This design comes from an exercise in tuning for small area, a short achievable clock period and few clock cycles on the open sky130 flow, not from production work.
At most, simulation tests tie the RTL to the original design; equivalence was not proved.
Function not checked in runs 1 to 4 and 7: the RTL went through the layout flow alone.
Power figures rest on the tool's default switching activity, not on a simulated workload.

`design/flow/flow/run.sh`:
```
#!/bin/bash
# Standard ORFS layout (the standard.sh, unchanged synthesis), with two
# placement/sizing settings changed:
#  - port buffers are plain buf cells instead of the platform's default
#    delay-buffer choice;
#  - the resizer may swap cells across footprints (MATCH_CELL_FOOTPRINT=0),
#    so port buffers and other cells can be sized to the timing they see.
# Every tool's output is in orfs/logs/ (one log per ORFS step); make's own
# output is in flow_make.log.
set -euo pipefail
bash standard.sh MATCH_CELL_FOOTPRINT=0 \
  "BUFFER_PORTS_ARGS=-buffer_cell sky130_fd_sc_hd__buf_1" \
  finish > flow_make.log 2>&1
```
`design/flow/standard.sh`:
```
#!/bin/bash
# synth_recipe.tcl (not shown) runs the flow's synth.tcl, then flattens the netlist and writes it again
# the make line also repeats each setting of config.mk as NAME=value (left out here)
make -C /OpenROAD-flow-scripts/flow DESIGN_CONFIG=/design/flow/config.mk WORK_HOME=/design/flow/orfs CLKGATE_MAP_FILE= SYNTH_SCRIPT=/design/flow/synth_recipe.tcl "${@:-finish}"
```
`design/flow/design.v`:
```
module vsa16(clock, rst, PC, instruction, ALUOutput, datain, dataout, wr);
    input         clock;
    input         rst;
    output [11:0] PC;
    input  [15:0] instruction;
    output [15:0] ALUOutput;
    input  [15:0] datain;
    output [15:0] dataout;
    output        wr;
    reg [10:0] pc_q;                 
    reg [15:0] R1, R2, R3;           
    reg [15:0] xa;                   
    reg [15:0] xb;                   
    reg        xc;                   
    reg [3:0]  xf;                   
    reg        x_we;                 
    reg        x_ld;                 
    reg [1:0]  x_rd;
    reg        wr;                   
    reg [1:0]  x_rs2;                
    assign PC = {pc_q, 1'b0};
    wire [16:0] sum17 = {xa, xc} + {xb, xc};
    wire [15:0] sum = sum17[16:1];
    assign ALUOutput = sum;
    wire [15:0] p = xa ^ xb;
    wire [15:0] g = xa & xb;
    wire [15:0] res = ({16{xf[0]}} & sum)
                    | ({16{xf[1]}} & g)
                    | ({16{xf[2]}} & p)
                    | ({16{xf[3]}} & {1'b0, xa[15:1]});
    wire [15:0] wdata = x_ld ? datain : res;
    reg [15:0] sd;
    always @(*) begin
        case (x_rs2)
            2'd1: sd = R1;
            2'd2: sd = R2;
            2'd3: sd = R3;
            default: sd = 16'd0;
        endcase
    end
    assign dataout = sd;
    wire [2:0]  op  = instruction[2:0];
    wire [1:0]  rs1 = instruction[4:3];
    wire [1:0]  rs2 = instruction[6:5];
    wire [1:0]  rd  = instruction[8:7];
    wire [2:0]  fn  = instruction[11:9];    
    wire [15:0] imm = {{7{instruction[15]}}, instruction[15:7]};
    wire is_lw   = op == 3'd0;
    wire is_sw   = op == 3'd1;
    wire is_beqz = op == 3'd2;
    wire is_rr   = op == 3'd3;
    wire is_addi = op == 3'd4;
    wire is_subi = op == 3'd5;
    wire fwd1 = x_we && x_rd == rs1;
    wire fwd2 = x_we && x_rd == rs2;
    reg [15:0] A, B;
    always @(*) begin
        if (fwd1) A = wdata;
        else case (rs1)
            2'd1: A = R1;
            2'd2: A = R2;
            2'd3: A = R3;
            default: A = 16'd0;
        endcase
        if (fwd2) B = wdata;
        else case (rs2)
            2'd1: B = R1;
            2'd2: B = R2;
            2'd3: B = R3;
            default: B = 16'd0;
        endcase
    end
    wire        sub  = is_subi | (is_rr & fn == 3'd1);
    wire [15:0] op2  = is_rr ? B : imm;
    wire [3:0]  f    = {is_rr & fn >= 3'd5, is_rr & (fn == 3'd3 | fn == 3'd4), is_rr & (fn == 3'd2 | fn == 3'd3), ~is_rr | fn <= 3'd1};
    wire [1:0] dest = is_rr ? rd : ((is_lw | is_addi | is_subi) ? rs2 : 2'd0);
    wire        taken = is_beqz & (A == 16'd0);
    wire [10:0] npc   = pc_q + 11'd1;
    wire [10:0] tpc   = pc_q + 11'd1 + imm[10:0];
    always @(posedge clock) begin
        xa    <= A;
        xb    <= sub ? ~op2 : op2;
        xc    <= sub;
        xf    <= f;
        x_ld  <= is_lw;
        x_rd  <= dest;
        x_rs2 <= rs2;
        if (rst) begin
            pc_q <= 11'd0;
            x_we <= 1'b0;
            wr   <= 1'b0;
        end else begin
            pc_q <= taken ? tpc : npc;
            x_we <= dest != 2'd0;
            wr   <= is_sw;
        end
    end
    always @(posedge clock) begin
        if (rst) begin
            R1 <= 16'd0;
            R2 <= 16'd0;
            R3 <= 16'd0;
        end else if (x_we) begin
            if (x_rd == 2'd1) R1 <= wdata;
            if (x_rd == 2'd2) R2 <= wdata;
            if (x_rd == 2'd3) R3 <= wdata;
        end
    end
endmodule
```
`design/flow/constraint.sdc`:
```
create_clock -name core_clock -period 7.0 [get_ports {clock}]
set_input_delay 1.4000 -clock core_clock [delete_from_list [all_inputs] [get_ports {clock}]]
set_output_delay 1.4000 -clock core_clock [all_outputs]
set_load 0.01 [all_outputs]
```
`design/flow/config.mk`:
```
export PLATFORM = sky130hd
export DESIGN_NAME = vsa16
export DESIGN_NICKNAME = vsa16
export VERILOG_FILES = /design/flow/design.v
export SDC_FILE = /design/flow/constraint.sdc
export NUM_CORES = 4
export LEC_CHECK = 0
export ABC_AREA = 1
export CAP_MARGIN = 20
export CORE_MARGIN = 2
export CORE_UTILIZATION = 40
export SETUP_SLACK_MARGIN = 3.6
export SLEW_MARGIN = 20
```
==> impl_results.md, run 1 <==
* Post-synthesis net count at about 1,100
* CTS H-Tree Depth at 3
* Cts bufs inserted at 9
* Hold violation count in the final report at 0
* Layout overhead on the synthesized area at 16.0%
* CTS Hold Bufs at 0
* Routed wire per std cell at 16.3 µm
* Minimum clock period at 3390 ps
* CTS tree: done
* DRT Pass-1 Iters at 7
* Worst hold path depth at 2
* Post-synthesis average cell area at 6.57 µm²
* Setup CP Type: reg2out
* Port Buf Inserts at 77
* CP Capture Type: primary output
* Clock Path Buffers at 2
* Crit-path slowest cell: fa_2
* Unique masters post-synth at 41
* Vias/cell at 5.30
* I/O pin total at slightly below 80
* Worst reg2reg path depth at 17
* Hold crit path type: reg2reg
* Met3 wire len at 1.27 mm
* Status: timing/DRC/antenna clean
* Mapped cell area at between 6000 and 7000 µm²
* Data arrival, critical path at a little under 2000 ps
* Worst Skew at 7.89 ps
* Nets at 1,179
* Final core utilization at 47.0%
* DR WL met2 at 9.32 mm
* RSZ-0062 raised after global routing: true
* DP Area at between 7000 and 8000 µm²
* Top routing layer in use: met4
* Crit-path cells: inv_2 > fa_2 > inv_2 > nand3_2 > nand2_2 > nand2_2 > nand2_2 > nand2_1 > nand3b_1 > nand2_1 > inv_1 > clkbuf_2
* Clk slew on worst S/H paths at roughly 70 ps
* Diode count at 0
* WHS at 544 ps
* Setup slack after layout at 3610 ps
* Worst slack at placement at ~3300 ps
* First-pass GRT wire length at 33.8 mm
* Worst R2R Start: pc_q[2]
* Worst reg2reg endpoint: pc_q[10]
* Cell mode on critical path: nand2_2
* Detailed placer's ending HPWL at 16.1 mm
* Hold Path End: R1[12]
* Post-route design area at ~8000 µm²
* Slew HR at a little over two fifths
* Mapped Cells at 1,055
* Site row count at 48
* Worst R2R Setup Slack at 4220 ps
* Largest net degree at the start of global routing at 53
* CP Data Required Time at 5600 ps
* Core Footprint at 17,100 µm²
* Final Cycle Share at 48.4%
* CP Launch Type: register
* Layout cells sized above 1 at 12.2%
* #FFs+latches synth at 103
* Yosys warnings at 1
* Synth top area cells: dfxtp_1, nand2_1, inv_1
* Sequential element share of the synthesized area at 29.7%
* Static Leak at 3.52 nW
* Root Driver: clkbuf_16
* Leading area contributor after synthesis: dfxtp_1
* Placer Congestion at 0.893
* Leading cell type in the layout, fill and taps excluded: nand2_1
* Routed Antenna Nets at 0
* Worst path max stage delay at 390 ps
* Met1 Wirelength at 10.9 mm
* Final TNS setup at 0 ps
* Clk sinks at 103
* Initial drt markers at 626
* Peak supply drop at 0.127 mV
* Clk latency of the worst-skew pair at 350 ps
* Via count at 7,122
* Slew Limit Fails at 0
* Chip height at 136 µm
* Die width at about 140 µm
* Power per standard cell area at between 200 and 250 nW/µm²
* Total GRT Usage at 23.5%
* Final Setup Violations at 0
* Worst-path fanout max at 3
* Fmax at 295 MHz
* Max Cap Viol at 0
* Min-delay src: R1[12]
* Die area at 18,400 µm²
* Worst-margin pin slew at 865 ps
* Final WL at 21.9 mm
* DRC viols at 0
* Vias in the first global route at 6,233
* Most frequent cells in the layout: nand2_1, inv_1, dfxtp_1, o21ai_0, a21oi_1
* Gr ovfl total at 0
* Area share of the largest cell type after synthesis at 29.7%
* Initial antenna violation count at 0
* Initial Util at 40.5%
critical path: cells and delay by family, from the launching register on:
kind / cells / cell delay (ps)
adders and majority gates: 1 / 390
buffers and inverters: 4 / 310
DFF: 1 / 370
and+or+nand+nor: 7 / 560
per-layer routing:
| metal | global-route usage (%) | up-vias |
|---|---|---|
| li1 | - | 3627 |
| met1 | 35.8 | 3224 |
| met2 | 34.5 | 249 |
| met3 | 2.96 | 22 |
| met4 | 6.89 | 0 |
| met5 | 0 | - |
cell usage after synthesis:
cell type  count
nand2_1      304
inv_1        114
dfxtp_1      103
o21ai_0       80
a21oi_1       79
nand3_1       68
nor2_1        46
o221ai_1      39
clkbuf_1      32
xor2_1        29
ha_1          27
and2_1        16
or2_2         15
a221oi_1      14
inv_2          9
buf_2          8
xnor2_1        8
nor3_1         7
o21bai_1       7
nand2_2        5
nand3b_1       4
nand4_1        4
o211ai_1       4
a31oi_1        3
nand3_2        3
nor2_2         3
nor2_4         3
nor3b_1        3
buf_4          2
clkinv_1       2
fa_1           2
o22ai_1        2
or2_1          2
a21o_1         1
a21oi_2        1
buf_1          1
conb_1         1
inv_4          1
nor2_8         1
nor4_1         1
o21ai_2        1
layout make-up:
type                    count  area, µm²
fillers                  1812       9080
multi-input cells         784       4490
flip-flops and latches    103       2080
inverters                 126        479
repair buffers             92        410
well taps                 225        282
clock buffers              12        236
clock inverters             3       68.8
report_power, final:
part	internal, mW	switching, mW	leakage, nW
sequential	0.620	0.0303	0.845
combinational	0.164	0.309	2.53
clock	0.313	0.223	0.147
total	1.10	0.563	3.52
cell families (layout without fill, tap and decap cells):
| family | count (synthesis) | in the layout | synth area share [%] |
|---|---|---|---|
| flip-flops | 103 | 103 | 29.7 |
| other | 1 | 1 | 0.0541 |
| XOR/XNOR | 37 | 37 | 4.67 |
| buffers and inverters | 169 | 233 | 9.44 |
| AND/OR/NAND/NOR | 485 | 486 | 30.5 |
| adder cells (fa/ha/maj) | 29 | 29 | 5.45 |
| AO/OA/AOI/OAI | 231 | 231 | 20.2 |
what timing repair did:
item                                    CTS  global route
buffers inserted                          1             7
resized for setup                        24            52
gates cloned                              0             1
hold endpoints to repair                  0             0
pin swaps                                 4             8
endpoints found under the setup margin   10            31
registers in the layout, summed over array words and instances, names as in the netlist:
name and flops:
R3 16, xb 16, R1 16, x_we 1
x_rs2 2, xa 16, xc 1, x_rd 2
xf 4, pc_q 11, wr 1, x_ld 1
R2 16
stage by stage:
stage | std cells | total power [mW]
floorplan | 1055 | 0.950
global placement | 1320 | 1.08
detailed placement | 1320 | 1.08
CTS | 1336 | 1.62
global route | 1345 | 1.74
finish | 1345 | 1.66
worst max path at each step:
stage / from / end / cells after the start
after floorplan: instruction[10] / pc_q[10] / 14
after global placement: instruction[3] / pc_q[1] / 17
after detailed placement: instruction[3] / pc_q[0] / 17
after CTS: xa[7] / ALUOutput[12] / 10
after global routing: xa[0] / ALUOutput[13] / 12
final: xa[0] / ALUOutput[15] / 12
==> run 2: changes to the inputs <==
--- a/design/flow/config.mk
+++ b/design/flow/config.mk
@@ -9,5 +9,5 @@
 export CAP_MARGIN = 20
 export CORE_MARGIN = 2
 export CORE_UTILIZATION = 40
-export SETUP_SLACK_MARGIN = 3.6
+export SETUP_SLACK_MARGIN = 3.4
 export SLEW_MARGIN = 20
==> impl_results.md, run 2 <==
* Clock Path Buffers at 2 (unchanged)
* Worst R2R Start: pc_q[2]
* Static Leak at 3.46 nW (-1.8%)
* EDFF count, synth at 0 (unchanged)
* Worst path max stage delay at 370 ps (-20 ps)
* Slew HR at 42.6% (+0.57 points)
* Sequential element share of the synthesized area at 29.7% (unchanged)
* Vias in the first global route at 6,167 (-1.1%)
* Core Footprint at 17,100 µm² (unchanged)
* Hold violation count in the final report at 0 (unchanged)
* Die area at 18,400 µm² (unchanged)
* Synth top area cells: dfxtp_1, nand2_1, inv_1
* Final core utilization at 45.2% (-1.8 points)
* Diode count at 0 (unchanged)
* Final TNS setup at 0 ps (unchanged)
* Met3 usage at 2.92% (-0.037 points)
* Routed wire per std cell at 15.9 µm (-2.4%)
* Most frequent cells in the layout: nand2_1, inv_1, dfxtp_1, o21ai_0, a21oi_1
* Pint at 1.07 mW (-2.3%)
* Layer with the highest usage: met1
* Largest net degree at the start of global routing at 53 (unchanged)
* Crit. Startpoint: xa[1]
* Leading area contributor after synthesis: dfxtp_1
* Clk sinks at 103 (unchanged)
* Final Cycle Share at 49.7% (+1.3 points)
* First-pass GRT wire length at 33.5 mm (-0.74%)
* Comb pwr share at 27.1% (-1.4 points)
* #FFs+latches synth at 103 (unchanged)
* DRT Pass-1 Iters at 5 (-2)
* Clk slew on worst S/H paths at 70 ps (about the same)
* Initial antenna violation count at 0 (unchanged)
* Top-count cell post-synth: nand2_1
* Port Buf Inserts at 77 (unchanged)
* Unique masters post-synth at 41 (unchanged)
* Vias/cell at 5.26 (-0.64%)
* Crit-path cells: ha_1 > or2_1 > nand3_1 > nand2_1 > nand3_1 > nand2_1 > nand2_1 > and2_1 > buf_1
* Switching share of power at 33.6% (-0.34 points)
* Cts bufs inserted at 9 (unchanged)
* Hold crit path type: reg2reg
* Max Cap Viol at 0 (unchanged)
* Worst-path fanout max at 6 (+3)
* Chip height at 136 µm (unchanged)
* Slew Limit Fails at 0 (unchanged)
* Routed Antenna Nets at 0 (unchanged)
* CP Launch Type: register
* Mapped Cells at 1,055 (unchanged)
* Status: timing/DRC/antenna clean
* Post-synth ARST share at 0% (unchanged)
* Primary FF master, synth: dfxtp_1
* Gr ovfl total at 0 (unchanged)
* Detailed placer's ending HPWL at 16.1 mm (unchanged)
* Minimum clock period at 3480 ps (+90.2 ps)
* Fmax at 288 MHz (-2.6%)
* Worst-margin pin slew at 857 ps (-8.45 ps)
* Layout cells sized above 1 at 6.93% (-5.3 points)
* Layout overhead on the synthesized area at 11.5%
* Initial drt markers at 600 (-4.2%)
* Fill count at 1,842 (+1.7%)
* Setup CP Type: reg2out
* Total GRT Usage at 23.4% (-0.16 points)
* CTS H-Tree Depth at 3 (unchanged)
* Crit-path slowest cell: ha_1
* Nets at 1,170 (-0.76%)
* Yosys warnings at 1 (unchanged)
* Peak supply drop at 0.129 mV (+1.1%)
* Worst Skew at 6.43 ps (-1.46 ps)
* Cell mode on critical path: nand2_1
* Reg power frac at 39.9% (+0.7 points)
* Placer Congestion at 0.893 (unchanged)
* Die width at 136 µm (unchanged)
* Power per standard cell area at 209 nW/µm² (+1.1%)
* CP Capture Type: primary output
* Clk latency of the worst-skew pair at 350 ps (about the same)
* Via count at 7,029 (-1.3%)
* Site row count at 48 (unchanged)
* Initial Util at 40.5% (unchanged)
* Commonest cells in the netlist: nand2_1, inv_1, dfxtp_1
* Global Route met2 Usage at 34.3% (-0.20 points)
* CTS tree: done
* Min-delay src: R3[10]
* Mapped cell area at 6930 µm² (unchanged)
* Leading cell type in the layout, fill and taps excluded: nand2_1
* Met1 Use GR at 35.8% (about the same)
* Area share of the largest cell type after synthesis at 29.7% (unchanged)
* Final WL at 21.3 mm (-3.0%)
* I/O pin total at 79 (unchanged)
* Root Driver: clkbuf_16
* Post-synthesis average cell area at 6.57 µm² (unchanged)
* CP Data Required Time at 5600 ps (about the same)
* DRC viols at 0 (unchanged)
* Final Setup Violations at 0 (unchanged)
* Data arrival, critical path at 2080 ps (+90 ps)
* P_sw at 0.541 mW (-3.8%)
* Clock power frac at 33.0% (+0.7 points)
* Post-synthesis net count at 1,118 (unchanged)
* RSZ-0062 raised after global routing: true
## run 2: cell counts after synthesis
No cell type changed its count.
## run 2: critical path, delay by kind of cell (launching register included)
kind / cells / cell delay (ps)
buffers and inverters: 1 / 160
and+or+nand+nor: 7 / 890
DFF: 1 / 310
adders and majority gates: 1 / 370
## run 2: through the flow
step                hold WS, ps  cell area (µm²)  power (mW)  instances  setup slack (ps)
CTS                         546             7690        1.61       1335              3420
global route                566             7730        1.70       1336              3390
floorplan                   505             6930       0.950       1055              4030
detailed placement          525             7390        1.08       1320              3260
finish                      544             7730        1.61       1336              3520
global placement            521             7390        1.08       1320              3280
## run 2: logic make-up after synthesis
group	after synthesis	share of synthesized area, %
buf+inv	169	9.44
simple gates	485	30.5
fa+ha+maj	29	5.45
compound gates	231	20.2
xor+xnor	37	4.67
other cells	1	0.0541
flops	103	29.7
## run 2: power groups by stage
stage | clock (mW) | sequential (mW) | combinational, mW
final | 0.533 | 0.644 | 0.436
after global routing | 0.563 | 0.647 | 0.487
after CTS | 0.539 | 0.644 | 0.426
after detailed placement | 0 | 0.657 | 0.424
after global placement | 0 | 0.657 | 0.421
after floorplan | 0 | 0.651 | 0.300
## run 2: repair_timing
item | in CTS | in global routing
cloned | 0 | 0
hold buffers | 0 | 0
setup endpoints to repair | 1 | 9
resized for setup | 1 | 11
buffers inserted | 0 | 0
## run 2: metal layers
layer / routed length (µm) / up-vias
li1: - / 3602
met1: 10700 / 3153
met2: 8950 / 252
met3: 1290 / 22
met4: 329 / 0
met5: 0 / -
## run 2: layout make-up
cell class	instances	area, µm²	share of cell area (%)
Clock buffer	12	236	3.06
Clock inverter	3	68.8	0.890
Inverter	126	475	6.15
Multi-Input combinational cell	783	4260	55.1
Sequential cell	103	2060	26.7
Tap cell	225	282	3.64
Timing Repair Buffer	84	342	4.42
## run 2: final timing paths
path                   end  slack, ps  cells past startpoint
max          ALUOutput[14]       3520                      9
min                 R3[10]        540                      2
max reg2reg       pc_q[10]       4230                     17
min reg2reg         R3[10]        540                      2
==> run 3: changes to the inputs <==
--- a/design/flow/design.v
+++ b/design/flow/design.v
@@ -19,11 +19,22 @@
     reg        wr;                   
     reg [1:0]  x_rs2;                
     assign PC = {pc_q, 1'b0};
-    wire [16:0] sum17 = {xa, xc} + {xb, xc};
-    wire [15:0] sum = sum17[16:1];
-    assign ALUOutput = sum;
     wire [15:0] p = xa ^ xb;
     wire [15:0] g = xa & xb;
+    reg  [15:0] pg, pp;              
+    integer     l, k;
+    always @(*) begin
+        pg = {g[14:0], xc};
+        pp = {p[14:0], 1'b0};
+        for (l = 0; l < 4; l = l + 1)
+            for (k = 15; k >= 0; k = k - 1)
+                if ((k >> l) & 1) begin
+                    pg[k] = pg[k] | (pp[k] & pg[((k >> l) << l) - 1]);
+                    pp[k] = pp[k] & pp[((k >> l) << l) - 1];
+                end
+    end
+    wire [15:0] sum = p ^ pg;
+    assign ALUOutput = sum;
     wire [15:0] res = ({16{xf[0]}} & sum)
                     | ({16{xf[1]}} & g)
                     | ({16{xf[2]}} & p)
--- a/design/flow/config.mk
+++ b/design/flow/config.mk
@@ -9,5 +9,5 @@
 export CAP_MARGIN = 20
 export CORE_MARGIN = 2
 export CORE_UTILIZATION = 40
-export SETUP_SLACK_MARGIN = 3.4
+export SETUP_SLACK_MARGIN = 3.6
 export SLEW_MARGIN = 20
==> impl_results.md, run 3 <==
* Crit-path cells: ha_4 > nand2_4 > nor2_4 > nand3_2 > nand2_2 > inv_2 > fa_2 > or2_4 > and2_4 > buf_6
* Root Driver: clkbuf_16
* CP Launch Type: register
* Commonest cells in the netlist: nand2_1, inv_1, dfxtp_1
* Final Setup Violations at 0 (unchanged)
* I/O pin total at 79 (unchanged)
* Leading area contributor after synthesis: dfxtp_1
* Diode count at 0 (unchanged)
* Layout overhead on the synthesized area at 18.4%
* Sequential element share of the synthesized area at 31.0% (+1.3 points)
* Routed wire per std cell at 16.2 µm (+2.0%)
* RSZ-0062 raised after global routing: true
* Peak supply drop at 0.146 mV (+13%)
* Power per standard cell area at 212 nW/µm² (+1.5%)
* Layout cells sized above 1 at 14.3% (+7.4 points)
* Total GRT Usage at 23.3% (-0.11 points)
* Nets at 1,118 (-4.4%)
* Port Buf Inserts at 77 (unchanged)
* Worst R2R Setup Slack at 3780 ps (-450 ps)
* Static Leak at 3.37 nW (-2.7%)
* Hold violation count in the final report at 0 (unchanged)
* Clk slew on worst S/H paths at 70 ps (about the same)
* Hold crit path type: reg2reg
* Die area at 17,700 µm² (-4.1%)
* Chip height at 133 µm (-2.1%)
* Post-synth ARST share at 0% (unchanged)
* #FFs+latches synth at 103 (unchanged)
* Post-synthesis net count at 1,042 (-6.8%)
* Core Footprint at 16,400 µm² (-4.1%)
* Slew HR at 55.3% (+13 points)
* Crit-path slowest cell: dfxtp_2
* CTS tree: done
* Top-count cell post-synth: nand2_1
* Via count at 6,679 (-5.0%)
* Max Cap Viol at 0 (unchanged)
* Site row count at 47 (-2.1%)
* Unique masters post-synth at 45 (+9.8%)
* Total power at 1.67 mW (+3.2%)
* Status: timing/DRC/antenna clean
* Largest net degree at the start of global routing at 57 (+7.5%)
* Yosys warnings at 1 (unchanged)
* Synth top area cells: dfxtp_1, nand2_1, o21ai_0
* CTS Hold Bufs at 0 (unchanged)
* Fill count at 1,684 (-8.6%)
* Family with the most delay on the worst path: simple AND/OR/NAND/NOR gates
* CP Capture Type: primary output
* Vias in the first global route at 6,074 (-1.5%)
* Area share of the largest cell type after synthesis at 31.0% (+1.3 points)
* Gr ovfl total at 0 (unchanged)
* EDFF count, synth at 0 (unchanged)
* Slew Limit Fails at 0 (unchanged)
* Initial antenna violation count at 0 (unchanged)
* Worst path max stage delay at 340 ps (-30 ps)
* Cts bufs inserted at 9 (unchanged)
* Buffers & Inverters on Critical Path at 2 (+1)
* Primary FF master, synth: dfxtp_1
* CP Data Required Time at 5600 ps (about the same)
* Clk latency of the worst-skew pair at 350 ps (about the same)
* WHS at 544 ps (-0.494 ps)
* Leading cell type in the layout, fill and taps excluded: nand2_1
* Setup slack after layout at 3450 ps (-71.2 ps)
* Data arrival, critical path at 2150 ps (+70 ps)
* First-pass GRT wire length at 32.7 mm (-2.5%)
* Setup CP Type: reg2out
* Routed Antenna Nets at 0 (unchanged)
* Die width at 133 µm (-2.1%)
* Mapped cell area at 6640 µm² (-4.2%)
* Detailed placer's ending HPWL at 15.4 mm (-4.0%)
* Final TNS setup at 0 ps (unchanged)
* Initial drt markers at 563 (-6.2%)
* Final Cycle Share at 50.7% (+1.0 points)
* Worst-margin pin slew at 664 ps (-193 ps)
* Clock Path Buffers at 2 (unchanged)
* DRC viols at 0 (unchanged)
* Worst-path fanout max at 4 (-2)
* Most frequent cells in the layout: nand2_1, inv_1, o21ai_0, dfxtp_1, a21oi_1
* Minimum clock period at 3550 ps (+71.2 ps)
* Post-synthesis average cell area at 6.81 µm² (+3.6%)
* Initial Util at 40.5% (about the same)
* Vias/cell at 5.23 (-0.51%)
* Worst slack at placement at 3170 ps (-94.1 ps)
* Placer Congestion at 0.895 (+0.26%)
* Clk sinks at 103 (unchanged)
* Mapped Cells at 976 (-7.5%)
* Final WL at 20.7 mm (-2.6%)
* Worst Skew at 9.12 ps (+2.69 ps)
* Fmax at 282 MHz (-2.0%)
* CTS H-Tree Depth at 3 (unchanged)
* DRT Pass-1 Iters at 5 (unchanged)
-- run 3: per-stage QoR --
| step | utilization, % | std cells | cell area, µm² |
|---|---|---|---|
| 5_1_grt | 47.9 | 1276 | 7870 |
| 4_1_cts | 46.8 | 1270 | 7680 |
| 2_1_floorplan | - | 976 | 6640 |
| 6_report | 47.9 | 1276 | 7870 |
| 3_5_place_dp | 43.1 | 1242 | 7070 |
| 3_3_place_gp | 43.1 | 1242 | 7070 |
-- run 3: final timing paths --
check | startpoint | to | depth (start not counted)
min reg2reg | R3[12] | R3[12] | 2
min | R3[12] | R3[12] | 2
max reg2reg | xa[2] | pc_q[3] | 22
max | xa[6] | ALUOutput[8] | 10
-- run 3: area by class of cell --
type | count | area (µm²) | area share, %
inverter | 115 | 438 | 5.57
clock inverter | 5 | 82.6 | 1.05
tap | 220 | 275 | 3.50
sequential | 103 | 2080 | 26.4
timing repair buffer | 101 | 524 | 6.66
multi-input combinational | 722 | 4230 | 53.8
clock buffer | 10 | 239 | 3.04
-- run 3: report_power, final --
group | internal, mW | total, mW | switching [mW]
sequential | 0.621 | 0.654 | 0.0332
clock | 0.322 | 0.546 | 0.224
combinational | 0.174 | 0.466 | 0.292
-- run 3: timing repair --
item,4_1_cts,5_1_grt
buffers inserted,13,5
endpoints found under the hold margin,0,0
endpoints found under the setup margin,31,26
gates resized for setup,55,44
gates cloned,0,1
pin swaps,12,23
-- run 3: cell families (layout without fill, tap and decap cells) --
family,count (synthesis),count (layout),share of synthesized area (%)
compound gates,243,243,21.2
xor+xnor,36,36,4.75
fa+ha+maj,32,32,6.59
buf+inv,152,231,9.47
flops,103,103,31.0
other cells,1,1,0.0564
simple gates,409,410,26.9
-- run 3: tightest hold or removal path: stages (launching register included) --
cell	delay, ps
dfxtp_1	320
o21ai_0	80
a21oi_1	100
-- run 3: metal layers --
| metal | vias to the layer above | routed length (µm) | GRT usage, % |
|---|---|---|---|
| met5 | - | 0 | 0 |
| met4 | 0 | 429 | 6.87 |
| met3 | 23 | 1040 | 2.38 |
| met2 | 190 | 9010 | 36.1 |
| met1 | 3058 | 10200 | 34.1 |
| li1 | 3408 | - | - |
==> run 4: changes to the inputs <==
--- a/design/flow/config.mk
+++ b/design/flow/config.mk
@@ -9,5 +9,5 @@
 export CAP_MARGIN = 20
 export CORE_MARGIN = 2
 export CORE_UTILIZATION = 40
-export SETUP_SLACK_MARGIN = 3.6
+export SETUP_SLACK_MARGIN = 3.4
 export SLEW_MARGIN = 20
==> impl_results.md, run 4 <==
* Hold crit path type: reg2reg
* Final Setup Violations at 0 (unchanged)
* First-pass GRT wire length at 32.3 mm (-1.2%)
* EDFF count, synth at 0 (unchanged)
* Commonest cells in the netlist: nand2_1, inv_1, dfxtp_1
* RSZ-0062 raised after global routing: true
* Top-count cell post-synth: nand2_1
* Sequential element share of the synthesized area at 31.0% (unchanged)
* Max Cap Viol at 0 (unchanged)
* Slew Limit Fails at 0 (unchanged)
* Leading cell type in the layout, fill and taps excluded: nand2_1
* Layout cells sized above 1 at 9.51% (-4.8 points)
* Crit-path cells: ha_4 > nand2_2 > nor2_2 > nand3_2 > nand2_2 > inv_2 > fa_2 > or2_4 > and2_4 > buf_6
* Mapped Cells at 976 (unchanged)
* Final Cycle Share at 50.9% (+0.25 points)
* Worst-path fanout max at 4 (unchanged)
* Die width at 133 µm (unchanged)
* Clock Path Buffers at 2 (unchanged)
* CTS Hold Bufs at 0 (unchanged)
* Status: timing/DRC/antenna clean
* Routed wire per std cell at 16.0 µm (-1.6%)
* Initial Util at 40.5% (unchanged)
* Vias/cell at 5.20 (-0.68%)
* Fill count at 1,725 (+2.4%)
* Worst-margin pin slew at 848 ps (+184 ps)
* Cts bufs inserted at 9 (unchanged)
* Setup CP Type: reg2out
* Nets at 1,114 (-0.36%)
* Detailed placer's ending HPWL at 15.4 mm (unchanged)
* CTS tree: done
* Synth top area cells: dfxtp_1, nand2_1, o21ai_0
* Crit-path slowest cell: dfxtp_2
* Layout overhead on the synthesized area at 14.6%
* Initial drt markers at 588 (+4.4%)
* Post-synth ARST share at 0% (unchanged)
* CTS H-Tree Depth at 3 (unchanged)
* Core Footprint at 16,400 µm² (unchanged)
* Clk slew on worst S/H paths at 70 ps (about the same)
* Clk sinks at 103 (unchanged)
* I/O pin total at 79 (unchanged)
* DP Area at 7070 µm² (unchanged)
* Gr ovfl total at 0 (unchanged)
* Final WL at 20.3 mm (-1.9%)
* Die area at 17,700 µm² (unchanged)
* Data arrival, critical path at 2170 ps (+20 ps)
* Multi-input gate area at 4050 µm² (-4.2%)
* Final core utilization at 46.4% (-1.5 points)
* Placer Congestion at 0.895 (unchanged)
* Post-synthesis average cell area at 6.81 µm² (unchanged)
* Area share of the largest cell type after synthesis at 31.0% (unchanged)
* Worst Skew at 8.10 ps (-1.02 ps)
* Post-synthesis net count at 1,042 (unchanged)
* DRC viols at 0 (unchanged)
* Most frequent cells in the layout: nand2_1, inv_1, o21ai_0, dfxtp_1, a21oi_1
* Final TNS setup at 0 ps (unchanged)
* Yosys warnings at 1 (unchanged)
* Total GRT Usage at 23.0% (-0.28 points)
* Static Leak at 3.28 nW (-2.4%)
* Minimum clock period at 3570 ps (+17.4 ps)
* Routed Antenna Nets at 0 (unchanged)
* Vias in the first global route at 6,009 (-1.1%)
* Clk latency of the worst-skew pair at 350 ps (about the same)
* Chip height at 133 µm (unchanged)
* Mapped cell area at 6640 µm² (unchanged)
* Largest net degree at the start of global routing at 57 (unchanged)
* Post-route design area at 7610 µm² (-3.2%)
* Worst R2R Setup Slack at 3670 ps (-110 ps)
* CP Launch Type: register
* Diode count at 0 (unchanged)
* Primary FF master, synth: dfxtp_1
* Unique masters post-synth at 45 (unchanged)
* Power per standard cell area at 213 nW/µm² (+0.69%)
* Hold violation count in the final report at 0 (unchanged)
* Total power at 1.62 mW (-2.6%)
* Site row count at 47 (unchanged)
* #FFs+latches synth at 103 (unchanged)
* Cell mode on critical path: nand2_2
* Fmax at 280 MHz (-0.49%)
* Port Buf Inserts at 77 (unchanged)
* CP Capture Type: primary output
* Initial antenna violation count at 0 (unchanged)
* CP Data Required Time at 5600 ps (about the same)
* Slew HR at 43.3% (-12 points)
* Total area of sequential cells at 2070 µm² (-0.18%)
* Leading area contributor after synthesis: dfxtp_1
* WHS at 544 ps (-0.0420 ps)
* Worst path max stage delay at 340 ps (about the same)
* Root Driver: clkbuf_16
* DRT Pass-1 Iters at 6 (+1)
* Peak supply drop at 0.146 mV (about the same)
* Via count at 6,613 (-0.99%)
==> run 4: report_power, final <==
group	internal [mW]	switching, mW
clock network	0.322	0.222
logic	0.150	0.278
registers	0.621	0.0309
==> run 4: metal layers <==
layer / GRT usage [%] / share of wire [%] / vias to the layer above
li1: - / - / 3401
met1: 33.9 / 49 / 2963
met2: 35.7 / 43 / 229
met3: 2.41 / 5.9 / 20
met4: 6.21 / 1.7 / 0
met5: 0 / 0 / -
==> run 4: what timing repair did <==
item / 4_1_cts / 5_1_grt
buffers inserted: 8 / 7
pin swaps: 7 / 8
setup endpoints to repair: 7 / 28
gates resized for setup: 16 / 16
==> run 4: cells by family after synthesis <==
family          count (synthesis)  share of synthesized area, %
compound gates                243                          21.2
other cells                     1                        0.0564
simple gates                  409                          26.9
xor+xnor                       36                          4.75
flops                         103                          31.0
buf+inv                       152                          9.47
fa+ha+maj                      32                          6.59
==> run 4: through the flow <==
| step | setup slack, ps | std cells |
|---|---|---|
| 2_1_floorplan | 3710 | 976 |
| 3_3_place_gp | 3290 | 1242 |
| 3_5_place_dp | 3170 | 1242 |
| 4_1_cts | 3410 | 1265 |
| 5_1_grt | 3370 | 1272 |
| 6_report | 3430 | 1272 |
==> run 4: path summary, 6_finish.rpt <==
check	to	cells past startpoint	startpoint
setup reg to reg	pc_q[3]	22	xa[6]
hold reg to reg	R3[12]	2	R3[12]
hold / removal	R3[12]	2	R3[12]
setup / recovery	ALUOutput[8]	10	xa[6]
==> run 4: cell type report <==
type	count	area share, %
multi-input cells	721	53.2
flip-flops and latches	103	27.2
repair buffers	98	6.00
inverters	115	5.70
well taps	220	3.62
clock buffers	10	3.14
clock inverters	5	1.08
==> run 4: critical path: cells and delay by family (launching register included) <==
family / cells / cell delay, ps
simple gates: 6 / 700
fa+ha+maj: 2 / 630
flops: 1 / 340
buf+inv: 2 / 150
==> run 5: changes to the inputs <==
--- a/design/flow/design.v
+++ b/design/flow/design.v
@@ -9,8 +9,8 @@
     output        wr;
     reg [10:0] pc_q;                 
     reg [15:0] R1, R2, R3;           
-    reg [15:0] xa;                   
-    reg [15:0] xb;                   
+    reg [15:0] xp;                   
+    reg [15:0] xg;                   
     reg        xc;                   
     reg [3:0]  xf;                   
     reg        x_we;                 
@@ -19,8 +19,8 @@
     reg        wr;                   
     reg [1:0]  x_rs2;                
     assign PC = {pc_q, 1'b0};
-    wire [15:0] p = xa ^ xb;
-    wire [15:0] g = xa & xb;
+    wire [15:0] p = xp;
+    wire [15:0] g = xg;
     reg  [15:0] pg, pp;              
     integer     l, k;
     always @(*) begin
@@ -38,7 +38,7 @@
     wire [15:0] res = ({16{xf[0]}} & sum)
                     | ({16{xf[1]}} & g)
                     | ({16{xf[2]}} & p)
-                    | ({16{xf[3]}} & {1'b0, xa[15:1]});
+                    | ({16{xf[3]}} & {1'b0, xp[15:1]});
     wire [15:0] wdata = x_ld ? datain : res;
     reg [15:0] sd;
     always @(*) begin
@@ -82,15 +82,27 @@
         endcase
     end
     wire        sub  = is_subi | (is_rr & fn == 3'd1);
+    wire        srl  = is_rr & fn >= 3'd5;      
     wire [15:0] op2  = is_rr ? B : imm;
+    wire [15:0] op2x = srl ? 16'd0 : sub ? ~op2 : op2;
     wire [3:0]  f    = {is_rr & fn >= 3'd5, is_rr & (fn == 3'd3 | fn == 3'd4), is_rr & (fn == 3'd2 | fn == 3'd3), ~is_rr | fn <= 3'd1};
     wire [1:0] dest = is_rr ? rd : ((is_lw | is_addi | is_subi) ? rs2 : 2'd0);
-    wire        taken = is_beqz & (A == 16'd0);
+    reg za;
+    always @(*) begin
+        if (fwd1) za = wdata == 16'd0;
+        else case (rs1)
+            2'd1: za = R1 == 16'd0;
+            2'd2: za = R2 == 16'd0;
+            2'd3: za = R3 == 16'd0;
+            default: za = 1'b1;
+        endcase
+    end
+    wire        taken = is_beqz & za;
     wire [10:0] npc   = pc_q + 11'd1;
     wire [10:0] tpc   = pc_q + 11'd1 + imm[10:0];
     always @(posedge clock) begin
-        xa    <= A;
-        xb    <= sub ? ~op2 : op2;
+        xp    <= A ^ op2x;
+        xg    <= A & op2x;
         xc    <= sub;
         xf    <= f;
         x_ld  <= is_lw;
--- a/design/flow/config.mk
+++ b/design/flow/config.mk
@@ -9,5 +9,6 @@
 export CAP_MARGIN = 20
 export CORE_MARGIN = 2
 export CORE_UTILIZATION = 40
+export CTS_BUF_LIST = sky130_fd_sc_hd__clkbuf_8
 export SETUP_SLACK_MARGIN = 3.4
 export SLEW_MARGIN = 20
==> impl_results.md, run 5 <==
* Status: timing/DRC/antenna clean
* Post-synth ARST share at 0% (unchanged)
* Core Footprint at 16,500 µm² (+0.72%)
* Total GRT Usage at 22.1% (-0.87 points)
* Site row count at 47 (unchanged)
* Unique masters post-synth at 46 (+2.2%)
* Vias in the first global route at 5,991 (-0.30%)
* Initial drt markers at 573 (-2.6%)
* Gr ovfl total at 0 (unchanged)
* Top-count cell post-synth: nand2_1
* Die width at 134 µm (+0.62%)
* Power per standard cell area at 192 nW/µm² (-10%)
* Detailed placer's ending HPWL at 15.1 mm (-2.2%)
* Largest net degree at the start of global routing at 49 (-14%)
* Port Buf Inserts at 77 (unchanged)
* Synth top area cells: dfxtp_1, nand2_1, o21ai_0
* Peak supply drop at 0.0813 mV (-44%)
* CTS tree: done
* Setup CP Type: in2reg
* CTS H-Tree Depth at 3 (unchanged)
* Layout cells sized above 1 at 6.60% (-2.9 points)
* Clk slew on worst S/H paths at 90 ps (+20 ps)
* I/O pin total at 79 (unchanged)
* Fmax at 289 MHz (+3.2%)
* Worst R2R Start: xp[0]
* Placed instance count at 1,250 (+0.64%)
* Routed wire per std cell at 15.6 µm (-2.1%)
* Post-synthesis average cell area at 6.78 µm² (-0.45%)
* #FFs+latches synth at 103 (unchanged)
* Die area at 17,900 µm² (+1.2%)
* Initial antenna violation count at 0 (unchanged)
* Max Cap Viol at 0 (unchanged)
* Fill count at 1,710 (-0.87%)
* Primary FF master, synth: dfxtp_1
* Worst-path fanout max at 18 (+14)
* First-pass GRT wire length at 31.7 mm (-1.9%)
* Final TNS setup at 0 ps (unchanged)
* CP Data Required Time at 7320 ps (+1720 ps)
* EDFF count, synth at 0 (unchanged)
* Worst Skew at 14.0 ps (+5.86 ps)
* Post-synthesis net count at 1,059 (+1.6%)
* Sequential element share of the synthesized area at 30.6% (-0.39 points)
* Slew HR at 44.2% (+0.94 points)
* CP Capture Type: register
* Yosys warnings at 1 (unchanged)
* Diode count at 0 (unchanged)
* Initial Util at 40.7% (+0.23 points)
* Post-CTS Setup Repair Bufs at 0 (-8)
* Hold Path End: R3[7]
* Worst hold path depth at 2 (unchanged)
* Clk sinks at 103 (unchanged)
* Worst reg2reg endpoint: xp[7]
* Minimum clock period at 3460 ps (-110 ps)
* Vias/cell at 5.28 (+1.6%)
* Chip height at 134 µm (+0.62%)
* Final WL at 19.8 mm (-2.6%)
* Root Driver: clkbuf_8
* DRT Pass-1 Iters at 5 (-1)
* Data arrival, critical path at 3780 ps (+1610 ps)
* Mapped Cells at 993 (+1.7%)
* Leading area contributor after synthesis: dfxtp_1
* Final Non-Filler Cells at 1,266 (-0.47%)
* Hold violation count in the final report at 0 (unchanged)
* Cts bufs inserted at 9 (unchanged)
* Clk latency of the worst-skew pair at 380 ps (+30 ps)
* Hold crit path type: reg2reg
* Layout overhead on the synthesized area at 9.37%
* Commonest cells in the netlist: nand2_1, o21ai_0, inv_1
* Worst reg2reg path depth at 18 (-18%)
* Routed Antenna Nets at 0 (unchanged)
* Worst-margin pin slew at 837 ps (-10.9 ps)
* Clock Path Buffers at 2 (unchanged)
* Nets at 1,107 (-0.63%)
* Worst R2R Setup Slack at 3920 ps (+250 ps)
* Crit. Startpoint: instruction[4]
* CP Launch Type: primary input
* Most frequent cells in the layout: nand2_1, inv_1, o21ai_0, dfxtp_1, a21oi_1
* Area share of the largest cell type after synthesis at 30.6% (-0.39 points)
* Mapped cell area at 6730 µm² (+1.3%)
* Static Leak at 3.16 nW (-3.8%)
* Final Setup Violations at 0 (unchanged)
* Slew Limit Fails at 0 (unchanged)
* Final Cycle Share at 49.4% (-1.6 points)
* Leading cell type in the layout, fill and taps excluded: nand2_1
* Min-delay src: R3[7]
* DRC viols at 0 (unchanged)
* RSZ-0062 raised after global routing: false
* Via count at 6,684 (+1.1%)
* Placer Congestion at 0.935 (+4.5%)
run 5: through the flow:
| step | setup slack [ps] | power, mW | hold WS [ps] | util, % | area [µm²] |
|---|---|---|---|---|---|
| 2_1_floorplan | 3850 | 0.930 | 504 | - | 6730 |
| 3_3_place_gp | 3170 | 1.05 | 523 | 43.4 | 7170 |
| 3_5_place_dp | 3160 | 1.05 | 525 | 43.4 | 7170 |
| 4_1_cts | 3550 | 1.42 | 549 | 44.5 | 7360 |
| 5_1_grt | 3400 | 1.50 | 577 | 44.5 | 7360 |
| 6_report | 3540 | 1.41 | 548 | 44.5 | 7360 |
run 5: layout make-up:
| cell class | instances | area (µm²) | area share, % |
|---|---|---|---|
| multi-input combinational | 724 | 4040 | 54.9 |
| timing repair buffer | 84 | 343 | 4.66 |
| inverter | 119 | 447 | 6.07 |
| tap | 220 | 275 | 3.74 |
| sequential | 103 | 2060 | 28.0 |
| clock inverter | 7 | 66.3 | 0.901 |
| clock buffer | 9 | 124 | 1.68 |
run 5: kinds of logic (layout without fill, tap and decap cells):
group / Yosys count / count (layout) / synth area share (%)
AO/OA/AOI/OAI: 287 / 287 / 24.2
XOR/XNOR: 28 / 28 / 3.64
adder cells (fa/ha/maj): 32 / 32 / 6.06
buffers and inverters: 166 / 219 / 9.54
flip-flops: 103 / 103 / 30.6
multiplexers: 1 / 1 / 0.149
other: 1 / 1 / 0.0557
AND/OR/NAND/NOR: 375 / 375 / 25.7
run 5: where the power goes:
| part | internal, mW | switching (mW) |
|---|---|---|
| clock network | 0.164 | 0.205 |
| logic | 0.124 | 0.258 |
| registers | 0.621 | 0.0396 |
| total | 0.909 | 0.503 |
run 5: critical path: stages:
cell and delay (ps):
buf_1 220, nand2_1 390, inv_1 220, nand4_1 150, o41ai_1 490, nor3_1 190
nor3_4 290, nand2_4 190, nand2_1 90, nand2_1 50, nor2_1 100
run 5: worst max path at each step:
stage	end	cells past startpoint	slack, ps
after floorplan	pc_q[10]	14	3850
after global placement	xp[11]	11	3170
after detailed placement	xp[4]	11	3160
after CTS	dataout[2]	6	3550
after global routing	ALUOutput[8]	11	3400
final	pc_q[4]	11	3540
run 5: timing repair:
item | in CTS | in global routing
endpoints found under the setup margin | 2 | 18
hold buffers | 0 | 0
gates resized for setup | 1 | 1
run 5: per-layer routing:
metal	share of wire (%)	track usage, %	vias to the layer above
met5	0	0	-
met4	2.0	7.51	0
met3	5.4	2.78	30
met2	41	31.7	214
met1	52	33.9	2982
li1	-	-	3458
Testbench counts of run 5, summed over its fixed seeds: cycles 22,626.
==> run 6: changes to the inputs <==
--- a/design/flow/config.mk
+++ b/design/flow/config.mk
@@ -9,6 +9,5 @@
 export CAP_MARGIN = 20
 export CORE_MARGIN = 2
 export CORE_UTILIZATION = 40
-export CTS_BUF_LIST = sky130_fd_sc_hd__clkbuf_8
 export SETUP_SLACK_MARGIN = 3.4
 export SLEW_MARGIN = 20
==> impl_results.md, run 6 <==
* Hold violation count in the final report at 0 (unchanged)
* Yosys warnings at 1 (unchanged)
* Leading cell type in the layout, fill and taps excluded: nand2_1
* Vias in the first global route at 5,973 (-0.30%)
* CTS tree: done
* Clk sinks at 103 (unchanged)
* Final Cycle Share at 48.4% (-0.93 points)
* DRT Pass-1 Iters at 7 (+2)
* Total GRT Usage at 22.3% (+0.16 points)
* RSZ-0062 raised after global routing: false
* Core Footprint at 16,500 µm² (unchanged)
* Commonest cells in the netlist: nand2_1, o21ai_0, inv_1
* DRC viols at 0 (unchanged)
* Worst Skew at 10.1 ps (-3.86 ps)
* Top-count cell post-synth: nand2_1
* Unique masters post-synth at 46 (unchanged)
* Die area at 17,900 µm² (unchanged)
* Sequential element share of the synthesized area at 30.6% (unchanged)
* Cell mode on critical path: inv_1
* Hold crit path type: reg2reg
* Gr ovfl total at 0 (unchanged)
* WHS at 544 ps (-3.51 ps)
* Routed wire per std cell at 15.8 µm (+0.72%)
* Crit-path cells: inv_1 > nor2_2 > buf_4 > inv_1 > o221ai_1 > buf_1
* Crit-path slowest cell: dfxtp_1
* Slew Limit Fails at 0 (unchanged)
* Mapped cell area at 6730 µm² (unchanged)
* Fmax at 295 MHz (+1.9%)
* Post-synthesis net count at 1,059 (unchanged)
* Final Setup Violations at 0 (unchanged)
* Placer Congestion at 0.935 (unchanged)
* Post-synth ARST share at 0% (unchanged)
* Clock Path Buffers at 2 (unchanged)
* Diode count at 0 (unchanged)
* Site row count at 47 (unchanged)
* Largest net degree at the start of global routing at 49 (unchanged)
* #FFs+latches synth at 103 (unchanged)
* Slew HR at 42.8% (-1.4 points)
* Peak supply drop at 0.117 mV (+44%)
* Setup CP Type: reg2out
* Root Driver: clkbuf_16
* Routed Antenna Nets at 0 (unchanged)
* Status: timing/DRC/antenna clean
* Area share of the largest cell type after synthesis at 30.6% (unchanged)
* CP Data Required Time at 5600 ps (-1720 ps)
* Die width at 134 µm (unchanged)
* Worst path max stage delay at 450 ps (-40 ps)
* Static Leak at 3.20 nW (+1.2%)
* Initial Util at 40.7% (unchanged)
* Via count at 6,674 (-0.15%)
* Buffers & Inverters on Critical Path at 4 (+2)
* Chip height at 134 µm (unchanged)
* Leading area contributor after synthesis: dfxtp_1
* Initial drt markers at 590 (+3.0%)
* CTS H-Tree Depth at 3 (unchanged)
* Synth top area cells: dfxtp_1, nand2_1, o21ai_0
* Power per standard cell area at 207 nW/µm² (+7.8%)
* I/O pin total at 79 (unchanged)
* Family with the most delay on the worst path: buffers and inverters
* Initial antenna violation count at 0 (unchanged)
* Cts bufs inserted at 9 (unchanged)
* Post-route design area at 7480 µm² (+1.6%)
* First-pass GRT wire length at 31.8 mm (+0.28%)
* Final core utilization at 45.3% (+0.73 points)
* Port Buf Inserts at 77 (unchanged)
* Layout overhead on the synthesized area at 11.2%
* Post-synthesis average cell area at 6.78 µm² (unchanged)
* CP Launch Type: register
* Final TNS setup at 0 ps (unchanged)
* Final WL at 20.0 mm (+0.88%)
* Clk slew on worst S/H paths at 70 ps (-20 ps)
* Max Cap Viol at 0 (unchanged)
* CP Capture Type: primary output
* Most frequent cells in the layout: nand2_1, o21ai_0, inv_1, dfxtp_1, a21oi_1
* Worst-path fanout max at 9 (-9)
* Detailed placer's ending HPWL at 15.1 mm (unchanged)
* Clk latency of the worst-skew pair at 360 ps (-20 ps)
* Total power at 1.55 mW (+9.6%)
* Data arrival, critical path at 1990 ps (-1790 ps)
* EDFF count, synth at 0 (unchanged)
* Vias/cell at 5.26 (-0.31%)
* CTS Hold Bufs at 0 (unchanged)
* Worst-margin pin slew at 858 ps (+21.6 ps)
* Minimum clock period at 3390 ps (-65.1 ps)
* Layout cells sized above 1 at 6.97% (+0.37 points)
* Primary FF master, synth: dfxtp_1
* Nets at 1,109 (+0.18%)
* Mapped Cells at 993 (unchanged)
* DP Area at 7170 µm² (unchanged)
run 6: cell counts after synthesis:
Identical to the previous run, type by type.
run 6: final cells by class:
| class | count | area [µm²] |
|---|---|---|
| timing repair inverter | 1 | 5.00 |
| sequential | 103 | 2060 |
| fill | 1697 | 9040 |
| timing repair buffer | 85 | 350 |
| clock inverter | 4 | 55.1 |
| inverter | 119 | 450 |
| tap | 220 | 275 |
| clock buffer | 12 | 236 |
| multi-input combinational | 724 | 4050 |
run 6: path summary, 6_finish.rpt:
check | start | endpoint | slack, ps | depth (start not counted)
setup / recovery | x_rs2[0] | dataout[2] | 3610 | 6
hold / removal | R3[7] | R3[7] | 540 | 2
setup reg to reg | xp[0] | pc_q[4] | 3910 | 21
hold reg to reg | R3[7] | R3[7] | 540 | 2
run 6: power by group:
part | switching [mW] | internal (mW) | leakage [nW] | total, mW
registers | 0.0396 | 0.621 | 0.842 | 0.661
logic | 0.259 | 0.125 | 2.22 | 0.384
clock network | 0.223 | 0.280 | 0.137 | 0.503
run 6: stage by stage:
stage / setup WS [ps] / std cells
global route: 3450 / 1268
global placement: 3170 / 1250
floorplan: 3850 / 993
detailed placement: 3160 / 1250
finish: 3610 / 1268
CTS: 3550 / 1266
run 6: layer usage:
layer  global-route usage (%)  share of wire (%)  wire (µm)
met1                     34.0                 52      10400
met2                     32.0                 41       8150
met3                     3.46                5.3       1050
met4                     6.62                1.9        384
met5                        0                  0          0
run 6: logic make-up after synthesis:
| group | after synthesis | synth area share [%] |
|---|---|---|
| buf+inv | 166 | 9.54 |
| fa+ha+maj | 32 | 6.06 |
| simple gates | 375 | 25.7 |
| flops | 103 | 30.6 |
| other cells | 1 | 0.0557 |
| compound gates | 287 | 24.2 |
| xor+xnor | 28 | 3.64 |
| mux | 1 | 0.149 |
run 6: timing repair:
| action | CTS | global route |
|---|---|---|
| cloned | 0 | 1 |
| resized for setup | 1 | 3 |
| endpoints found under the setup margin | 2 | 24 |
| buffers inserted | 0 | 1 |
| pin swaps | 0 | 0 |
run 6: worst register-to-register path: stages (launching register included):
cell      delay, ps
dfxtp_1         320
ha_1            170
inv_1            50
nand2_1          60
nand2_1          80
nand2_2          80
nand2_2          90
nand2_4         110
ha_1            330
nand2_1          80
nand2_1          50
a221oi_1        200
o21ai_0         320
a21oi_1         220
nand2_1          70
nor2_1          150
nand3_2         150
nand2_4         130
nand2_4         140
nand2_1         100
nand2_1          50
nor2_1          100
==> run 7: changes to the inputs <==
--- a/design/flow/design.v
+++ b/design/flow/design.v
@@ -28,9 +28,9 @@
         pp = {p[14:0], 1'b0};
         for (l = 0; l < 4; l = l + 1)
             for (k = 15; k >= 0; k = k - 1)
-                if ((k >> l) & 1) begin
-                    pg[k] = pg[k] | (pp[k] & pg[((k >> l) << l) - 1]);
-                    pp[k] = pp[k] & pp[((k >> l) << l) - 1];
+                if (k >= (1 << l)) begin
+                    pg[k] = pg[k] | (pp[k] & pg[k - (1 << l)]);
+                    pp[k] = pp[k] & pp[k - (1 << l)];
                 end
     end
     wire [15:0] sum = p ^ pg;
==> impl_results.md, run 7 <==
* Worst Skew at 9.59 ps (-0.517 ps)
* Largest net degree at the start of global routing at 52 (+6.1%)
* Worst R2R Start: pc_q[0]
* Top-count cell post-synth: nand2_1
* Clk sinks at 103 (unchanged)
* Post-Synth Simple-Gate Area at 27.9% (+2.3 points)
* Primary FF master, synth: dfxtp_1
* Gr ovfl total at 0 (unchanged)
* Final Setup Violations at 0 (unchanged)
* CP Capture Type: register
* Post-synthesis net count at 1,139 (+7.6%)
* Clock Path Buffers at 2 (unchanged)
* Nets at 1,194 (+7.7%)
* Die width at 137 µm (+2.7%)
* Post-Synth XOR/XNOR Area at 3.57% (-0.070 points)
* Yosys warnings at 1 (unchanged)
* Leading area contributor after synthesis: dfxtp_1
* CP Data Required Time at 7220 ps (+1620 ps)
* Setup slack after layout at 3640 ps (+28.1 ps)
* Initial drt markers at 623 (+5.6%)
* Core Footprint at 17,400 µm² (+5.0%)
* Placer Congestion at 0.914 (-2.3%)
* Most frequent cells in the layout: nand2_1, inv_1, o21ai_0, dfxtp_1, a21oi_1
* Slew HR at 48.5% (+5.7 points)
* Post-Synth Adder-Cell Area at 5.21% (-0.85 points)
* Leading cell type in the layout, fill and taps excluded: nand2_1
* Final TNS setup at 0 ps (unchanged)
* Clk slew on worst S/H paths at 70 ps (about the same)
* First-pass GRT wire length at 35.0 mm (+10%)
* Final WL at 21.8 mm (+9.2%)
* Port Buf Inserts at 77 (unchanged)
* Minimum clock period at 3360 ps (-28.1 ps)
* Post-synth ARST share at 0% (unchanged)
* Routed wire per std cell at 16.0 µm (+1.7%)
* Post-synthesis average cell area at 6.60 µm² (-2.5%)
* Layout cells sized above 1 at 8.63% (+1.7 points)
* Worst slack at placement at 3040 ps (-117 ps)
* Status: timing/DRC/antenna clean
* Root Driver: clkbuf_16
* Site row count at 48 (+2.1%)
* Initial antenna violation count at 0 (unchanged)
* Vias/cell at 5.31 (+0.89%)
* Data arrival, critical path at 3580 ps (+1590 ps)
* I/O pin total at 79 (unchanged)
* Max Cap Viol at 0 (unchanged)
* Detailed placer's ending HPWL at 16.6 mm (+10%)
* Mapped Cells at 1,076 (+8.4%)
* Chip height at 137 µm (+2.7%)
* Fill count at 1,819 (+7.2%)
* Final Cycle Share at 48.0% (-0.40 points)
* Total GRT Usage at 23.6% (+1.3 points)
* Mapped cell area at 7110 µm² (+5.6%)
* Main combinational cell family by area after synthesis: simple AND/OR/NAND/NOR gates
* Layout overhead on the synthesized area at 11.4%
* Die area at 18,800 µm² (+5.4%)
* DRC viols at 0 (unchanged)
* Hold violation count in the final report at 0 (unchanged)
* Routed Antenna Nets at 0 (unchanged)
* Cts bufs inserted at 9 (unchanged)
* Fmax at 297 MHz (+0.84%)
* Vias in the first global route at 6,613 (+11%)
* Unique masters post-synth at 47 (+2.2%)
* RSZ-0062 raised after global routing: false
* Peak supply drop at 0.183 mV (+56%)
* Compound-gate portion of the synthesized area at 23.6% (-0.67 points)
* Sequential element share of the synthesized area at 29.0% (-1.6 points)
* CTS tree: done
* CP Launch Type: primary input
* Worst R2R Setup Slack at 4180 ps (+270 ps)
* Clk latency of the worst-skew pair at 360 ps (about the same)
* CTS H-Tree Depth at 3 (unchanged)
* Diode count at 0 (unchanged)
* Power per standard cell area at 201 nW/µm² (-2.8%)
* Commonest cells in the netlist: nand2_1, inv_1, o21ai_0
* Via count at 7,227 (+8.3%)
* EDFF count, synth at 0 (unchanged)
* CP Capture Point: pc_q[10]
* Initial Util at 40.9% (+0.22 points)
* DRT Pass-1 Iters at 6 (-1)
* Worst-margin pin slew at 773 ps (-85.8 ps)
* Hold crit path type: reg2reg
* Worst-path fanout max at 3 (-6)
* Static Leak at 3.45 nW (+7.8%)
* Slew Limit Fails at 0 (unchanged)
* Worst reg2reg path depth at 15 (-29%)
* Setup CP Type: in2reg
* Crit. Startpoint: instruction[7]
* Synth top area cells: dfxtp_1, nand2_1, o21ai_0
* Post-synthesis mux area share at 0% (-0.15 points)
* #FFs+latches synth at 103 (unchanged)
* Area share of the largest cell type after synthesis at 29.0% (-1.6 points)
* Worst reg2reg endpoint: pc_q[10]
## run 7: timing repair
item,4_1_cts,5_1_grt
hold buffers,0,0
gates resized for setup,0,3
setup buffers,0,8
setup endpoints to repair,0,35
## run 7: area by class of cell
cell class	count	area (µm²)	area share, %
Multi-Input combinational cell	782	4310	54.4
Sequential cell	103	2060	26.1
Inverter	142	537	6.78
Timing Repair Buffer	92	414	5.23
Tap cell	225	282	3.56
Clock buffer	11	253	3.19
Clock inverter	5	53.8	0.680
Timing Repair inverter	1	5.00	0.0632
## run 7: kinds of logic after synthesis
family,count (synthesis)
adder cells (fa/ha/maj),29
flip-flops,103
AND/OR/NAND/NOR,439
buffers and inverters,191
other,1
AO/OA/AOI/OAI,284
XOR/XNOR,29
## run 7: worst min path at each step
stage / startpoint / endpoint / slack [ps] / cells after the start
2_1_floorplan: R1[6] / R1[6] / 500 / 2
3_3_place_gp: R1[6] / R1[6] / 520 / 2
3_5_place_dp: R1[2] / R1[2] / 530 / 2
4_1_cts: R1[6] / R1[6] / 550 / 2
5_1_grt: R1[2] / R1[2] / 570 / 2
6_report: R2[8] / R2[8] / 550 / 2
## run 7: layer usage
layer  GRT usage (%)  up-vias  wire (µm)
met5               0        -          0
li1                -     3708          -
met3            2.50       36       1630
met4            7.96        0        471
met1            35.0     3201      10600
met2            35.3      282       9110
## run 7: power breakdown
| group | internal (mW) | leakage (nW) | switching (mW) |
|---|---|---|---|
| clock | 0.296 | 0.156 | 0.224 |
| sequential | 0.620 | 0.841 | 0.0517 |
| combinational | 0.133 | 2.45 | 0.267 |
## run 7: metrics by stage
step                instance area [µm²]  util (%)  hold slack (ps)  power, mW  instances
detailed placement                 7520      43.3              527       1.07       1336
finish                             7920      45.6              548       1.59       1361
CTS                                7830      45.1              547       1.59       1352
floorplan                          7110         -              504      0.947       1076
global route                       7920      45.6              573       1.68       1361
global placement                   7520      43.3              520       1.07       1336
## run 7: critical path: stages
cell,delay [ps]
buf_1,120
ha_1,230
fa_1,450
nand3_1,90
nand2_1,90
a21boi_0,340
o21ai_0,220
a21oi_1,170
nor2_1,60
nor2_1,110
inv_1,50
nand2_1,60
nand2_1,70
nand3_2,80
a21oi_2,50
==> run 8: changes to the inputs <==
--- a/design/flow/design.v
+++ b/design/flow/design.v
@@ -11,7 +11,6 @@
     reg [15:0] R1, R2, R3;           
     reg [15:0] xp;                   
     reg [15:0] xg;                   
-    reg        xc;                   
     reg [3:0]  xf;                   
     reg        x_we;                 
     reg        x_ld;                 
@@ -24,16 +23,16 @@
     reg  [15:0] pg, pp;              
     integer     l, k;
     always @(*) begin
-        pg = {g[14:0], xc};
-        pp = {p[14:0], 1'b0};
+        pg = g;
+        pp = p;
         for (l = 0; l < 4; l = l + 1)
             for (k = 15; k >= 0; k = k - 1)
-                if (k >= (1 << l)) begin
-                    pg[k] = pg[k] | (pp[k] & pg[k - (1 << l)]);
-                    pp[k] = pp[k] & pp[k - (1 << l)];
+                if ((k >> l) & 1) begin
+                    pg[k] = pg[k] | (pp[k] & pg[((k >> l) << l) - 1]);
+                    pp[k] = pp[k] & pp[((k >> l) << l) - 1];
                 end
     end
-    wire [15:0] sum = p ^ pg;
+    wire [15:0] sum = p ^ {pg[14:0], 1'b0};
     assign ALUOutput = sum;
     wire [15:0] res = ({16{xf[0]}} & sum)
                     | ({16{xf[1]}} & g)
@@ -85,6 +84,8 @@
     wire        srl  = is_rr & fn >= 3'd5;      
     wire [15:0] op2  = is_rr ? B : imm;
     wire [15:0] op2x = srl ? 16'd0 : sub ? ~op2 : op2;
+    wire [15:0] pa   = A ^ op2x;
+    wire [15:0] ga   = A & op2x;
     wire [3:0]  f    = {is_rr & fn >= 3'd5, is_rr & (fn == 3'd3 | fn == 3'd4), is_rr & (fn == 3'd2 | fn == 3'd3), ~is_rr | fn <= 3'd1};
     wire [1:0] dest = is_rr ? rd : ((is_lw | is_addi | is_subi) ? rs2 : 2'd0);
     reg za;
@@ -101,9 +102,8 @@
     wire [10:0] npc   = pc_q + 11'd1;
     wire [10:0] tpc   = pc_q + 11'd1 + imm[10:0];
     always @(posedge clock) begin
-        xp    <= A ^ op2x;
-        xg    <= A & op2x;
-        xc    <= sub;
+        xp    <= {pa[15:1], pa[0] ^ sub};
+        xg    <= {ga[15:1], ga[0] | (pa[0] & sub)};
         xf    <= f;
         x_ld  <= is_lw;
         x_rd  <= dest;
--- a/design/flow/config.mk
+++ b/design/flow/config.mk
@@ -9,5 +9,6 @@
 export CAP_MARGIN = 20
 export CORE_MARGIN = 2
 export CORE_UTILIZATION = 40
-export SETUP_SLACK_MARGIN = 3.4
+export CTS_BUF_LIST = sky130_fd_sc_hd__clkbuf_8
+export SETUP_SLACK_MARGIN = 3.5
 export SLEW_MARGIN = 20
==> impl_results.md, run 8 <==
* Mapped cell area at 6720 µm² (-5.4%)
* Fmax at 296 MHz (-0.60%)
* Post-synthesis net count at 1,065 (-6.5%)
* Vias in the first global route at 6,018 (-9.0%)
* Largest net degree at the start of global routing at 49 (-5.8%)
* EDFF count, synth at 0 (unchanged)
* Root Driver: clkbuf_8
* Layout overhead on the synthesized area at 10.2%
* Final Setup Violations at 0 (unchanged)
* Routed wire per std cell at 16.4 µm (+2.4%)
* #FFs+latches synth at 102 (-0.97%)
* Hold violation count in the final report at 0 (unchanged)
* Worst-margin pin slew at 814 ps (+41.8 ps)
* Final WL at 21.0 mm (-3.5%)
* Post-route design area at 7400 µm² (-6.5%)
* Diode count at 0 (unchanged)
* Clk sinks at 102 (-0.97%)
* Chip height at 134 µm (-2.7%)
* Initial Util at 40.7% (-0.27 points)
* Top-count cell post-synth: nand2_1
* Leading cell type in the layout, fill and taps excluded: nand2_1
* Total GRT Usage at 23.1% (-0.49 points)
* Peak supply drop at 0.0792 mV (-57%)
* Worst-path fanout max at 7 (+4)
* Yosys warnings at 1 (unchanged)
* Worst Skew at 12.7 ps (+3.08 ps)
* Sequential element share of the synthesized area at 30.4% (+1.4 points)
* Data arrival, critical path at 1980 ps (-1600 ps)
* Minimum clock period at 3380 ps (+20.4 ps)
* CP Launch Type: register
* Primary FF master, synth: dfxtp_1
* DRT Pass-1 Iters at 9 (+3)
* Slew Limit Fails at 0 (unchanged)
* Cts bufs inserted at 9 (unchanged)
* Most frequent cells in the layout: nand2_1, inv_1, o21ai_0, dfxtp_1, a21oi_1
* Initial antenna violation count at 0 (unchanged)
* Vias/cell at 5.38 (+1.3%)
* Multi-input gate area at 4080 µm² (-5.4%)
* Commonest cells in the netlist: nand2_1, o21ai_0, inv_1
* Nets at 1,124 (-5.9%)
* Die width at 134 µm (-2.7%)
* Clk latency of the worst-skew pair at 390 ps (+30 ps)
* DRC viols at 0 (unchanged)
* Setup CP Type: reg2out
* Unique masters post-synth at 46 (-2.1%)
* Die area at 17,900 µm² (-5.3%)
* Routed Antenna Nets at 0 (unchanged)
* First-pass GRT wire length at 32.8 mm (-6.2%)
* Port Buf Inserts at 77 (unchanged)
* Post-synthesis average cell area at 6.73 µm² (+1.9%)
* Via count at 6,903 (-4.5%)
* Leading area contributor after synthesis: dfxtp_1
* Hold crit path type: reg2reg
* DP Area at 7130 µm² (-5.2%)
* Mapped Cells at 999 (-7.2%)
* Final Non-Filler Cells at 1,283 (-5.7%)
* Post-synth ARST share at 0% (unchanged)
* Final Cycle Share at 48.3% (+0.29 points)
* Placed instance count at 1,258 (-5.8%)
* RSZ-0062 raised after global routing: true
* CP Capture Type: primary output
* Status: timing/DRC/antenna clean
* Synth top area cells: dfxtp_1, nand2_1, o21ai_0
* Fill count at 1,801 (-0.99%)
* Total area of sequential cells at 2040 µm² (-0.91%)
* Max Cap Viol at 0 (unchanged)
* Detailed placer's ending HPWL at 15.8 mm (-5.0%)
* Gr ovfl total at 0 (unchanged)
* Layout cells sized above 1 at 7.71% (-0.91 points)
* Clk slew on worst S/H paths at 100 ps (+30 ps)
* Clock Path Buffers at 2 (unchanged)
* I/O pin total at 79 (unchanged)
* CP Data Required Time at 5600 ps (-1620 ps)
* CTS tree: done
* Slew HR at 45.7% (-2.8 points)
* Core Footprint at 16,500 µm² (-4.8%)
* Initial drt markers at 641 (+2.9%)
* CTS H-Tree Depth at 3 (unchanged)
* Static Leak at 3.16 nW (-8.4%)
* Site row count at 47 (-2.1%)
* Placer Congestion at 0.951 (+4.1%)
* Final TNS setup at 0 ps (unchanged)
* Power per standard cell area at 187 nW/µm² (-6.9%)
* Area share of the largest cell type after synthesis at 30.4% (+1.4 points)
[run 8: cell types whose count changed in the layout (fill, tap and decap cells not counted), moves of 8 or more]
| cell | previous run | this run |
|---|---|---|
| a21oi_1 | 88 | 96 |
| clkbuf_16 | 9 | 0 |
| clkbuf_8 | 2 | 10 |
| inv_1 | 133 | 109 |
| nand2_1 | 250 | 212 |
| nand3_1 | 38 | 48 |
| nand3_2 | 10 | 0 |
[run 8: cell families (layout without fill, tap and decap cells)]
logic type,count (synthesis),after routing,synth area share [%]
AO/OA/AOI/OAI,279,279,24.1
XOR/XNOR,22,22,2.87
adder cells (fa/ha/maj),32,32,6.18
buffers and inverters,159,223,9.79
flip-flops,102,102,30.4
other,1,1,0.0558
AND/OR/NAND/NOR,404,404,26.6
[run 8: power breakdown]
part / internal (mW) / leakage [nW] / switching, mW
combinational: 0.128 / 2.22 / 0.255
sequential: 0.615 / 0.833 / 0.0406
clock: 0.136 / 0.100 / 0.212
[run 8: layout make-up]
class,count,share of cell area [%]
multi-input combinational,738,55.1
sequential,102,27.6
inverter,114,5.88
timing repair buffer,91,5.34
tap,220,3.72
clock buffer,10,1.86
clock inverter,6,0.406
timing repair inverter,2,0.135
[run 8: metrics by stage]
stage	power, mW	utilization [%]	setup slack (ps)	hold slack, ps
final	1.39	44.8	3620	554
after global routing	1.46	44.8	3410	575
after CTS	1.37	44.2	3530	555
after detailed placement	1.03	43.1	2990	528
after global placement	1.03	43.1	3070	521
after floorplan	0.913	-	3690	505
[run 8: layer usage]
metal / wire, µm / GRT usage [%] / vias to the layer above
met5: 0 / 0 / -
met3: 1150 / 2.85 / 43
met4: 641 / 9.93 / 0
li1: - / - / 3499
met2: 8680 / 33.0 / 250
met1: 10600 / 34.7 / 3111
[run 8: worst paths after layout]
check,end,startpoint,slack (ps),depth (start not counted)
worst max-delay path,ALUOutput[14],xp[1],3620,13
worst min-delay path,R2[7],R2[7],550,2
worst max register to register,pc_q[9],xp[1],3940,18
worst min register to register,R2[7],R2[7],550,2
[run 8: worst max-delay path, cell delays in order, from the launching register on]
cell and delay [ps]:
dfxtp_2 330, ha_1 180, inv_1 50, nand2_1 60
nand2_1 80, nand2_2 70, nand2_2 100, nand2_4 100
buf_4 150, nand2_2 60, nand2_1 60, nand2_1 70
and2_1 120, buf_1 150
[run 8: what timing repair did]
item                       4_1_cts  5_1_grt
setup buffers                    0        7
setup endpoints to repair        1       26
gates resized for setup          2       12
gates cloned                     0        2
hold buffers                     0        0
pin swaps                        0        7
Testbench counts of run 8, summed over its fixed seeds: cycles 22,626.

Re-timed with assumed drivers on the ports (clkbuf_16 on the clock, buf_2 on other inputs), run 8 has 3.578 ns of setup slack against 3.617 ns with ideal ports, and 3.208 ns once port delays also move by the mid clock arrival of 0.427 ns.
